Context: an optimization exercise on an open-source flow, tuned for small area and a short achievable clock period. The choices shown serve that exercise and are no tape-out recipe. The RTL was checked by simulation tests, not by an equivalence proof against the original design. Power figures rest on the tool's default switching activity, not on a simulated workload.

==> job 4905 <==
==> flow/design.v <==
module Calculator #(parameter W = 8) (clk, Ain, Bin, s0, s1, ALUout, sel, Reset);
    input clk;
    input [W-1:0] Ain, Bin;
    input [1:0] sel;
    input s0, s1, Reset;
    output [2*W:0] ALUout;
    reg [2*W:0] ALUout;
    wire [7:0] q;
    wire [8:0] b2 = {Bin, 1'b0};
    wire [9:0] b3 = {1'b0, b2} + {2'b00, Bin};
    wire [1:0] t6 = Ain[7:6];
    wire [2:0] d1_6 = {1'b0, t6[1:0]} - {1'b0, Bin[1:0]};
    wire c1_6 = ~d1_6[2] & ~|Bin[7:2];
    wire [2:0] d2_6 = {1'b0, t6[1:0]} - {1'b0, b2[1:0]};
    wire c2_6 = ~d2_6[2] & ~|b2[8:2];
    wire [2:0] d3_6 = {1'b0, t6[1:0]} - {1'b0, b3[1:0]};
    wire c3_6 = ~d3_6[2] & ~|b3[9:2];
    assign q[7] = c2_6;
    assign q[6] = c3_6 | (c1_6 & ~c2_6);
    wire [1:0] r6 = c3_6 ? d3_6[1:0] : c2_6 ? d2_6[1:0] : c1_6 ? d1_6[1:0] : t6[1:0];
    wire [3:0] t4 = {r6, Ain[5:4]};
    wire [4:0] d1_4 = {1'b0, t4[3:0]} - {1'b0, Bin[3:0]};
    wire c1_4 = ~d1_4[4] & ~|Bin[7:4];
    wire [4:0] d2_4 = {1'b0, t4[3:0]} - {1'b0, b2[3:0]};
    wire c2_4 = ~d2_4[4] & ~|b2[8:4];
    wire [4:0] d3_4 = {1'b0, t4[3:0]} - {1'b0, b3[3:0]};
    wire c3_4 = ~d3_4[4] & ~|b3[9:4];
    assign q[5] = c2_4;
    assign q[4] = c3_4 | (c1_4 & ~c2_4);
    wire [3:0] r4 = c3_4 ? d3_4[3:0] : c2_4 ? d2_4[3:0] : c1_4 ? d1_4[3:0] : t4[3:0];
    wire [5:0] t2 = {r4, Ain[3:2]};
    wire [6:0] d1_2 = {1'b0, t2[5:0]} - {1'b0, Bin[5:0]};
    wire c1_2 = ~d1_2[6] & ~|Bin[7:6];
    wire [6:0] d2_2 = {1'b0, t2[5:0]} - {1'b0, b2[5:0]};
    wire c2_2 = ~d2_2[6] & ~|b2[8:6];
    wire [6:0] d3_2 = {1'b0, t2[5:0]} - {1'b0, b3[5:0]};
    wire c3_2 = ~d3_2[6] & ~|b3[9:6];
    assign q[3] = c2_2;
    assign q[2] = c3_2 | (c1_2 & ~c2_2);
    wire [5:0] r2 = c3_2 ? d3_2[5:0] : c2_2 ? d2_2[5:0] : c1_2 ? d1_2[5:0] : t2[5:0];
    wire [7:0] t0 = {r2, Ain[1:0]};
    wire [8:0] d1_0 = {1'b0, t0[7:0]} - {1'b0, Bin[7:0]};
    wire c1_0 = ~d1_0[8];
    wire [8:0] d2_0 = {1'b0, t0[7:0]} - {1'b0, b2[7:0]};
    wire c2_0 = ~d2_0[8] & ~|b2[8:8];
    wire [8:0] d3_0 = {1'b0, t0[7:0]} - {1'b0, b3[7:0]};
    wire c3_0 = ~d3_0[8] & ~|b3[9:8];
    assign q[1] = c2_0;
    assign q[0] = c3_0 | (c1_0 & ~c2_0);
    wire [15:0] prod = Ain * Bin;
    wire m = s0 ^ s1;
    wire [9:0] avs = {2'b00, Ain} + ({2'b00, Bin} ^ {10{m}}) + {9'd0, m};
    wire e_add = ~Reset & (sel == 2'b00);
    wire e_mul = ~Reset & (sel == 2'b01);
    wire e_div = ~Reset & (sel == 2'b10);
    wire e_gry = ~Reset & (sel == 2'b11);
    wire [15:0] v = ({16{e_add}} & {{6{avs[9]}}, avs})
                  | ({16{e_mul}} & prod)
                  | ({16{e_div}} & {8'd0, q})
                  | ({16{e_gry}} & {8'd0, Ain ^ (Ain >> 1)});
    wire n = (e_add & s0) | ((e_mul | e_div) & m);
    wire [15:0] r = (v ^ {16{n}}) + {15'd0, n};
    wire f = ((e_add | e_div) & r[15]) | (e_add & s0 & s1) | (e_mul & m);
    always @(posedge clk)
        ALUout <= {f, r};
endmodule
==> flow/flow/run.sh <==
#!/bin/bash
# Layout flow: the standard synthesis (bash standard.sh synth), then the combinational
# logic between its registers is mapped again by ABC (flow/resynth.abc) without the
# full/half-adder cells; the registers, their names and cell types are kept. Then the
# standard layout from floorplan on, with the port buffers made of buf_4 cells.
# Each tool's output goes to a log_*.txt file in the work folder.
set -euo pipefail
W=$(pwd)
R=$W/orfs/results/$FLOW_PLATFORM/Calculator/base
LIB=$FLOW_HOME/platforms/$FLOW_PLATFORM/lib/sky130_fd_sc_hd__tt_025C_1v80.lib
EXTRA=()
[[ -f $W/flow/make_args ]] && mapfile -t EXTRA < $W/flow/make_args

bash standard.sh synth > $W/log_synth_std.txt 2>&1
cp $R/1_2_yosys.v $W/std_synth.v

DU="-dont_use *clkbuf* -dont_use *probe* -dont_use *lpflow* -dont_use *dlygate* -dont_use *clkdly* -dont_use *buf_16* -dont_use *fa_* -dont_use *ha_*"
cat > $W/resynth.ys <<Y
read_liberty -ignore_miss_func $LIB
read_verilog $W/std_synth.v
hierarchy -top $FLOW_TOP
setattr -mod -set keep_hierarchy 1 sky130_fd_sc_hd__dfxtp_1
flatten
select $FLOW_TOP
opt -purge
abc -liberty $LIB $DU -script $W/flow/resynth.abc
opt_clean -purge
hilomap -singleton -hicell sky130_fd_sc_hd__conb_1 HI -locell sky130_fd_sc_hd__conb_1 LO
splitnets
opt_clean -purge
stat -liberty $LIB
write_verilog -noattr -selected $W/resynth.v
Y
yosys -s $W/resynth.ys > $W/log_resynth.txt 2>&1
cp $W/resynth.v $R/1_2_yosys.v
rm -f $R/1_synth.odb $R/1_synth.sdc
bash standard.sh synth > $W/log_synth_odb.txt 2>&1
bash standard.sh "BUFFER_PORTS_ARGS=-buffer_cell sky130_fd_sc_hd__buf_4" "${EXTRA[@]}" finish > $W/log_finish.txt 2>&1
==> flow/flow/resynth.abc <==
strash
&get -n
&deepsyn -I 1 -J 50
&put
strash
dc2
dch -f
map -B 0.9
strash
dc2
dch -f
map -B 0.9
strash
dch -f
map -B 0.9
topo
stime -c
buffer -c
upsize -c
dnsize -c
==> flow/standard.sh <==
#!/bin/bash
# synth_recipe.tcl (not shown) runs the flow's synth.tcl, then flattens the netlist and writes it again
# the make line also repeats each setting of config.mk as NAME=value (left out here)
make -C /OpenROAD-flow-scripts/flow DESIGN_CONFIG=/design/flow/config.mk WORK_HOME=/design/flow/orfs CLKGATE_MAP_FILE= SYNTH_SCRIPT=/design/flow/synth_recipe.tcl "${@:-finish}"
==> flow/config.mk <==
export PLATFORM = sky130hd
export DESIGN_NAME = Calculator
export DESIGN_NICKNAME = Calculator
export VERILOG_FILES = /design/flow/design.v
export SDC_FILE = /design/flow/constraint.sdc
export NUM_CORES = 4
export LEC_CHECK = 0
export ABC_AREA = 1
export CAP_MARGIN = 20
export CORE_MARGIN = 2
export CORE_UTILIZATION = 40
export SLEW_MARGIN = 20
==> flow/constraint.sdc <==
create_clock -name core_clock -period 40.0 [get_ports {clk}]
set_input_delay 8.0000 -clock core_clock [delete_from_list [all_inputs] [get_ports {clk}]]
set_output_delay 8.0000 -clock core_clock [all_outputs]
set_load 0.01 [all_outputs]
==> job 5656: changes against job 4905 <==
--- a/flow/design.v
+++ b/flow/design.v
@@ -47,19 +47,20 @@
     wire c3_0 = ~d3_0[8] & ~|b3[9:8];
     assign q[1] = c2_0;
     assign q[0] = c3_0 | (c1_0 & ~c2_0);
-    wire [15:0] prod = Ain * Bin;
     wire m = s0 ^ s1;
-    wire [9:0] avs = {2'b00, Ain} + ({2'b00, Bin} ^ {10{m}}) + {9'd0, m};
     wire e_add = ~Reset & (sel == 2'b00);
     wire e_mul = ~Reset & (sel == 2'b01);
     wire e_div = ~Reset & (sel == 2'b10);
     wire e_gry = ~Reset & (sel == 2'b11);
+    wire [15:0] prod = Ain * Bin;
+    wire [9:0] avs = {2'b00, Ain} + ({2'b00, Bin} ^ {10{m}}) + {9'd0, m};
     wire [15:0] v = ({16{e_add}} & {{6{avs[9]}}, avs})
                   | ({16{e_mul}} & prod)
                   | ({16{e_div}} & {8'd0, q})
                   | ({16{e_gry}} & {8'd0, Ain ^ (Ain >> 1)});
     wire n = (e_add & s0) | ((e_mul | e_div) & m);
-    wire [15:0] r = (v ^ {16{n}}) + {15'd0, n};
+    wire [15:0] r0 = (v ^ {16{n}}) + {15'd0, n};
+    wire [15:0] r = r0;
     wire f = ((e_add | e_div) & r[15]) | (e_add & s0 & s1) | (e_mul & m);
     always @(posedge clk)
         ALUout <= {f, r};
==> flow/flow/run.sh (replaced) <==
#!/bin/bash
# Layout flow: the standard synthesis (bash standard.sh synth); then the combinational
# logic between its registers is mapped again by ABC without the full/half-adder cells,
# once per script flow/abc_*.abc (deepsyn with different seeds); the registers, their
# names and cell types are kept. The mapping with the smallest area x arrival time
# (OpenSTA on the netlist, no wires) is laid out by the standard flow from floorplan
# on, with buf_4 port buffers on the inputs and buf_1 on the outputs
# (flow/buffer_ports.tcl). Each tool's output goes to a log_* file in the work folder.
set -euo pipefail
W=$(pwd)
EXTRA=()
[[ -f $W/flow/make_args ]] && mapfile -t EXTRA < $W/flow/make_args
R=$W/orfs/results/$FLOW_PLATFORM/Calculator/base
LIB=$FLOW_HOME/platforms/$FLOW_PLATFORM/lib/sky130_fd_sc_hd__tt_025C_1v80.lib

bash standard.sh synth > $W/log_synth_std.txt 2>&1
cp $R/1_2_yosys.v $W/std_synth.v
mkdir -p $W/resynth

DU="-dont_use *clkbuf* -dont_use *probe* -dont_use *lpflow* -dont_use *dlygate* -dont_use *clkdly* -dont_use *buf_16* -dont_use *fa_* -dont_use *ha_*"
for S in $W/flow/abc_*.abc; do
  T=$(basename $S .abc)
  cat > $W/resynth/$T.ys <<Y
read_liberty -ignore_miss_func $LIB
read_verilog $W/std_synth.v
hierarchy -top $FLOW_TOP
setattr -mod -set keep_hierarchy 1 sky130_fd_sc_hd__dfxtp_1
flatten
select $FLOW_TOP
opt -purge
abc -liberty $LIB $DU -script $S
opt_clean -purge
hilomap -singleton -hicell sky130_fd_sc_hd__conb_1 HI -locell sky130_fd_sc_hd__conb_1 LO
splitnets
opt_clean -purge
tee -o $W/resynth/$T.stat stat -liberty $LIB
write_verilog -noattr -selected $W/resynth/$T.v
Y
  cat > $W/resynth/$T.sta.tcl <<S
read_lef $FLOW_HOME/platforms/$FLOW_PLATFORM/lef/sky130_fd_sc_hd.tlef
read_lef $FLOW_HOME/platforms/$FLOW_PLATFORM/lef/sky130_fd_sc_hd_merged.lef
read_liberty $LIB
read_verilog $W/resynth/$T.v
link_design $FLOW_TOP
read_sdc $FLOW_SDC
puts "ARRIVAL [expr {$FLOW_PERIOD_NS - [sta::worst_slack_cmd max] * 1e9}]"
S
done
ls $W/resynth/*.ys | xargs -P ${NUM_CORES:-4} -I{} sh -c 'yosys -s {} > {}.log 2>&1'
best=""; bestv=""
for S in $W/flow/abc_*.abc; do
  T=$(basename $S .abc)
  [[ -f $W/resynth/$T.v ]] || continue
  openroad -no_init -exit $W/resynth/$T.sta.tcl > $W/resynth/$T.sta.log 2>&1 || continue
  A=$(awk '/Chip area/{print $NF}' $W/resynth/$T.stat)
  D=$(awk '/^ARRIVAL/{print $2}' $W/resynth/$T.sta.log)
  [[ -n "$A" && -n "$D" ]] || continue
  V=$(python3 -c "print($A * $D)")
  echo "$T area $A arrival $D product $V" >> $W/log_resynth_pick.txt
  if [[ -z "$bestv" ]] || python3 -c "import sys; sys.exit(0 if $V < $bestv else 1)"; then best=$T; bestv=$V; fi
done
echo "picked $best" >> $W/log_resynth_pick.txt
cp $W/resynth/$best.v $R/1_2_yosys.v
rm -f $R/1_synth.odb $R/1_synth.sdc
bash standard.sh synth > $W/log_synth_odb.txt 2>&1
bash standard.sh DONT_BUFFER_PORTS=1 PRE_GLOBAL_PLACE_TCL=$W/flow/buffer_ports.tcl "${EXTRA[@]}" finish > $W/log_finish.txt 2>&1
==> flow/flow/abc_s5.abc (new file) <==
strash
&get -n
&deepsyn -I 1 -J 50 -S 5
&put
strash
dc2
dch -f
map -B 0.9
strash
dc2
dch -f
map -B 0.9
strash
dch -f
map -B 0.9
topo
stime -c
buffer -c
upsize -c
dnsize -c
==> flow/flow/buffer_ports.tcl (new file) <==
# Port buffers, in place of the standard flow's single buffer_ports call (run with
# DONT_BUFFER_PORTS=1 and GPL_TIMING_DRIVEN=0, so this hook does the buffer removal
# that timing-driven placement would do first): buf_4 on the inputs (they fan out
# widely), buf_1 on the outputs (each drives one output pin from a register).
# Every port still gets its buffer.
remove_buffers
buffer_ports -inputs -buffer_cell sky130_fd_sc_hd__buf_4
buffer_ports -outputs -buffer_cell sky130_fd_sc_hd__buf_1
==> flow/flow/make_args (new file) <==
SETUP_SLACK_MARGIN=28
SETUP_MOVE_SEQUENCE=sizeup,swap
CTS_BUF_LIST = sky130_fd_sc_hd__clkbuf_4   (was unset)
GPL_TIMING_DRIVEN = 0   (was unset)
removed: flow/flow/resynth.abc
==> job 3318: changes against job 4905 <==
--- a/flow/design.v
+++ b/flow/design.v
@@ -47,19 +47,20 @@
     wire c3_0 = ~d3_0[8] & ~|b3[9:8];
     assign q[1] = c2_0;
     assign q[0] = c3_0 | (c1_0 & ~c2_0);
-    wire [15:0] prod = Ain * Bin;
     wire m = s0 ^ s1;
-    wire [9:0] avs = {2'b00, Ain} + ({2'b00, Bin} ^ {10{m}}) + {9'd0, m};
     wire e_add = ~Reset & (sel == 2'b00);
     wire e_mul = ~Reset & (sel == 2'b01);
     wire e_div = ~Reset & (sel == 2'b10);
     wire e_gry = ~Reset & (sel == 2'b11);
+    wire [15:0] prod = Ain * Bin;
+    wire [9:0] avs = {2'b00, Ain} + ({2'b00, Bin} ^ {10{m}}) + {9'd0, m};
     wire [15:0] v = ({16{e_add}} & {{6{avs[9]}}, avs})
                   | ({16{e_mul}} & prod)
                   | ({16{e_div}} & {8'd0, q})
                   | ({16{e_gry}} & {8'd0, Ain ^ (Ain >> 1)});
     wire n = (e_add & s0) | ((e_mul | e_div) & m);
-    wire [15:0] r = (v ^ {16{n}}) + {15'd0, n};
+    wire [15:0] r0 = (v ^ {16{n}}) + {15'd0, n};
+    wire [15:0] r = r0;
     wire f = ((e_add | e_div) & r[15]) | (e_add & s0 & s1) | (e_mul & m);
     always @(posedge clk)
         ALUout <= {f, r};
==> flow/flow/run.sh (replaced) <==
#!/bin/bash
# Layout flow: the standard synthesis (bash standard.sh synth); then the combinational
# logic between its registers is mapped again by ABC without the full/half-adder cells,
# once per script flow/abc_*.abc (deepsyn with different seeds); the registers, their
# names and cell types are kept. The mapping with the smallest area x arrival time
# (OpenSTA on the netlist, no wires) is laid out by the standard flow from floorplan
# on, with buf_4 port buffers on the inputs and buf_1 on the outputs
# (flow/buffer_ports.tcl). Each tool's output goes to a log_* file in the work folder.
set -euo pipefail
W=$(pwd)
R=$W/orfs/results/$FLOW_PLATFORM/Calculator/base
LIB=$FLOW_HOME/platforms/$FLOW_PLATFORM/lib/sky130_fd_sc_hd__tt_025C_1v80.lib

bash standard.sh synth > $W/log_synth_std.txt 2>&1
cp $R/1_2_yosys.v $W/std_synth.v
mkdir -p $W/resynth

DU="-dont_use *clkbuf* -dont_use *probe* -dont_use *lpflow* -dont_use *dlygate* -dont_use *clkdly* -dont_use *buf_16* -dont_use *fa_* -dont_use *ha_*"
for S in $W/flow/abc_*.abc; do
  T=$(basename $S .abc)
  cat > $W/resynth/$T.ys <<Y
read_liberty -ignore_miss_func $LIB
read_verilog $W/std_synth.v
hierarchy -top $FLOW_TOP
setattr -mod -set keep_hierarchy 1 sky130_fd_sc_hd__dfxtp_1
flatten
select $FLOW_TOP
opt -purge
abc -liberty $LIB $DU -script $S
opt_clean -purge
hilomap -singleton -hicell sky130_fd_sc_hd__conb_1 HI -locell sky130_fd_sc_hd__conb_1 LO
splitnets
opt_clean -purge
tee -o $W/resynth/$T.stat stat -liberty $LIB
write_verilog -noattr -selected $W/resynth/$T.v
Y
  cat > $W/resynth/$T.sta.tcl <<S
read_lef $FLOW_HOME/platforms/$FLOW_PLATFORM/lef/sky130_fd_sc_hd.tlef
read_lef $FLOW_HOME/platforms/$FLOW_PLATFORM/lef/sky130_fd_sc_hd_merged.lef
read_liberty $LIB
read_verilog $W/resynth/$T.v
link_design $FLOW_TOP
read_sdc $FLOW_SDC
puts "ARRIVAL [expr {$FLOW_PERIOD_NS - [sta::worst_slack_cmd max] * 1e9}]"
S
done
ls $W/resynth/*.ys | xargs -P ${NUM_CORES:-4} -I{} sh -c 'yosys -s {} > {}.log 2>&1'
best=""; bestv=""
for S in $W/flow/abc_*.abc; do
  T=$(basename $S .abc)
  [[ -f $W/resynth/$T.v ]] || continue
  openroad -no_init -exit $W/resynth/$T.sta.tcl > $W/resynth/$T.sta.log 2>&1 || continue
  A=$(awk '/Chip area/{print $NF}' $W/resynth/$T.stat)
  D=$(awk '/^ARRIVAL/{print $2}' $W/resynth/$T.sta.log)
  [[ -n "$A" && -n "$D" ]] || continue
  V=$(python3 -c "print($A * $D)")
  echo "$T area $A arrival $D product $V" >> $W/log_resynth_pick.txt
  if [[ -z "$bestv" ]] || python3 -c "import sys; sys.exit(0 if $V < $bestv else 1)"; then best=$T; bestv=$V; fi
done
echo "picked $best" >> $W/log_resynth_pick.txt
cp $W/resynth/$best.v $R/1_2_yosys.v
rm -f $R/1_synth.odb $R/1_synth.sdc
bash standard.sh synth > $W/log_synth_odb.txt 2>&1
bash standard.sh DONT_BUFFER_PORTS=1 PRE_GLOBAL_PLACE_TCL=$W/flow/buffer_ports.tcl finish > $W/log_finish.txt 2>&1
==> flow/flow/abc_t0.abc (new file) <==
strash
&get -n
&deepsyn -I 1 -J 50 -S 0
&put
strash
dc2
dch -f
map -B 0.9
strash
dc2
dch -f
map -B 0.9
strash
dch -f
map -B 0.9
topo
stime -c
==> flow/flow/abc_t1.abc (new file) <==
strash
&get -n
&deepsyn -I 1 -J 50 -S 1
&put
strash
dc2
dch -f
map -B 0.9
strash
dc2
dch -f
map -B 0.9
strash
dch -f
map -B 0.9
topo
stime -c
==> flow/flow/abc_t2.abc (new file) <==
strash
&get -n
&deepsyn -I 1 -J 50 -S 2
&put
strash
dc2
dch -f
map -B 0.9
strash
dc2
dch -f
map -B 0.9
strash
dch -f
map -B 0.9
topo
stime -c
==> flow/flow/abc_t3.abc (new file) <==
strash
&get -n
&deepsyn -I 1 -J 50 -S 3
&put
strash
dc2
dch -f
map -B 0.9
strash
dc2
dch -f
map -B 0.9
strash
dch -f
map -B 0.9
topo
stime -c
==> flow/flow/abc_t4.abc (new file) <==
strash
&get -n
&deepsyn -I 1 -J 50 -S 4
&put
strash
dc2
dch -f
map -B 0.9
strash
dc2
dch -f
map -B 0.9
strash
dch -f
map -B 0.9
topo
stime -c
==> flow/flow/abc_t5.abc (new file) <==
strash
&get -n
&deepsyn -I 1 -J 50 -S 5
&put
strash
dc2
dch -f
map -B 0.9
strash
dc2
dch -f
map -B 0.9
strash
dch -f
map -B 0.9
topo
stime -c
==> flow/flow/abc_t6.abc (new file) <==
strash
&get -n
&deepsyn -I 1 -J 50 -S 6
&put
strash
dc2
dch -f
map -B 0.9
strash
dc2
dch -f
map -B 0.9
strash
dch -f
map -B 0.9
topo
stime -c
==> flow/flow/abc_t7.abc (new file) <==
strash
&get -n
&deepsyn -I 1 -J 50 -S 7
&put
strash
dc2
dch -f
map -B 0.9
strash
dc2
dch -f
map -B 0.9
strash
dch -f
map -B 0.9
topo
stime -c
==> flow/flow/buffer_ports.tcl (new file) <==
# Port buffers, in place of the standard flow's single buffer_ports call (run with
# DONT_BUFFER_PORTS=1 and GPL_TIMING_DRIVEN=0, so this hook does the buffer removal
# that timing-driven placement would do first): buf_4 on the inputs (they fan out
# widely), buf_1 on the outputs (each drives one output pin from a register).
# Every port still gets its buffer.
remove_buffers
buffer_ports -inputs -buffer_cell sky130_fd_sc_hd__buf_4
buffer_ports -outputs -buffer_cell sky130_fd_sc_hd__buf_1
CTS_BUF_LIST = sky130_fd_sc_hd__clkbuf_4   (was unset)
GPL_TIMING_DRIVEN = 0   (was unset)
removed: flow/flow/resynth.abc
==> metrics.md <==
| Metric | Value |
|---|---|
| Avg Cell Area, Syn | `5.30 um^2` |
| Syn_nets | `902` |
| Drt total wl | `15.0 mm` |
| Post-CTS resize count | `2` |
| Placement Setup Slack | `27.58 ns` |
| Final hold slack | `8.11 ns` |
| Footprint of the multi-input gates | `0.00404 mm^2` |
| Finished Cell Area | `0.00541 mm^2` |
| DR vias/cell | `5.39` |
| Leak | `2.74 nW` |
| DR WL met2 | `6.63 mm` |
| Period utilization | `29.8%` |
| Vias in the first global route | `4881` |
| Fraction of area in multi-input gates | `74.6%` |
| Status | `no timing/DRC/antenna violations` |
| Combinational group share of total power | `77.7%` |
| Tap Count | `143` |
The numbers above come from job 5656.

==> metrics.md <==
| Metric | Value |
|---|---|
| Status | `no timing/DRC/antenna violations` |
| DR vias/cell | `5.40` |
| Tap Count | `143` |
| Final hold slack | `8.07 ns` |
| Footprint of the multi-input gates | `0.00389 mm^2` |
| Syn_nets | `922` |
| Period utilization | `30.9%` |
| Leak | `2.75 nW` |
| Drt total wl | `15.7 mm` |
| DR WL met2 | `7.11 mm` |
The numbers above come from job 4905.

==> metrics.md <==
| Metric | Value |
|---|---|
| Status | `no timing/DRC/antenna violations` |
| Drt total wl | `14.9 mm` |
| Syn_nets | `889` |
| DR vias/cell | `5.40` |
| Period utilization | `34.1%` |
| Placement Setup Slack | `26.23 ns` |
| Combinational group share of total power | `75.4%` |
| Fraction of area in multi-input gates | `75.5%` |
| Finished Cell Area | `0.00481 mm^2` |
| Final hold slack | `8.03 ns` |
| Avg Cell Area, Syn | `5.04 um^2` |
| Leak | `2.24 nW` |
The numbers above come from job 3318.

==> afterwards: timing with drivers on the ports <==
In the flow no input, the clock included, has a driving cell. The finished layouts below were timed again as built, in two steps. Step 1 (the two cells are an assumption about what drives the block):
set clk [get_ports {clk}]
set_driving_cell -lib_cell sky130_fd_sc_hd__clkbuf_16 $clk
set_driving_cell -lib_cell sky130_fd_sc_hd__buf_2 [delete_from_list [all_inputs] $clk]
Step 2 also shifts input and output timing later by t, the mid clock arrival at the registers, as if the neighbouring blocks saw the same clock. Three values: no drivers, after step 1, after step 2; two values: the first two.
run	shift t [ns]	slack for setup (ns)	hold WS [ns]	worst setup path at the end	worst data-port slew with drivers (ns)
job 4905	0.275	27.621 / 27.627 / 27.352	8.068 / 8.064 / 8.339	input to register	0.04
job 5656	0.303	28.067 / 28.015 / 27.712	8.105 / 8.112 / 8.415	input to register	0.08
job 3318	0.297	26.359 / 26.356 / 26.058	8.035 / 8.037 / 8.335	input to register	0.04
After both steps setup and hold are still met in every run listed. For job 5656, which loses most, drivers alone change the setup slack by -0.052 ns; drivers and shift together by -0.355 ns.
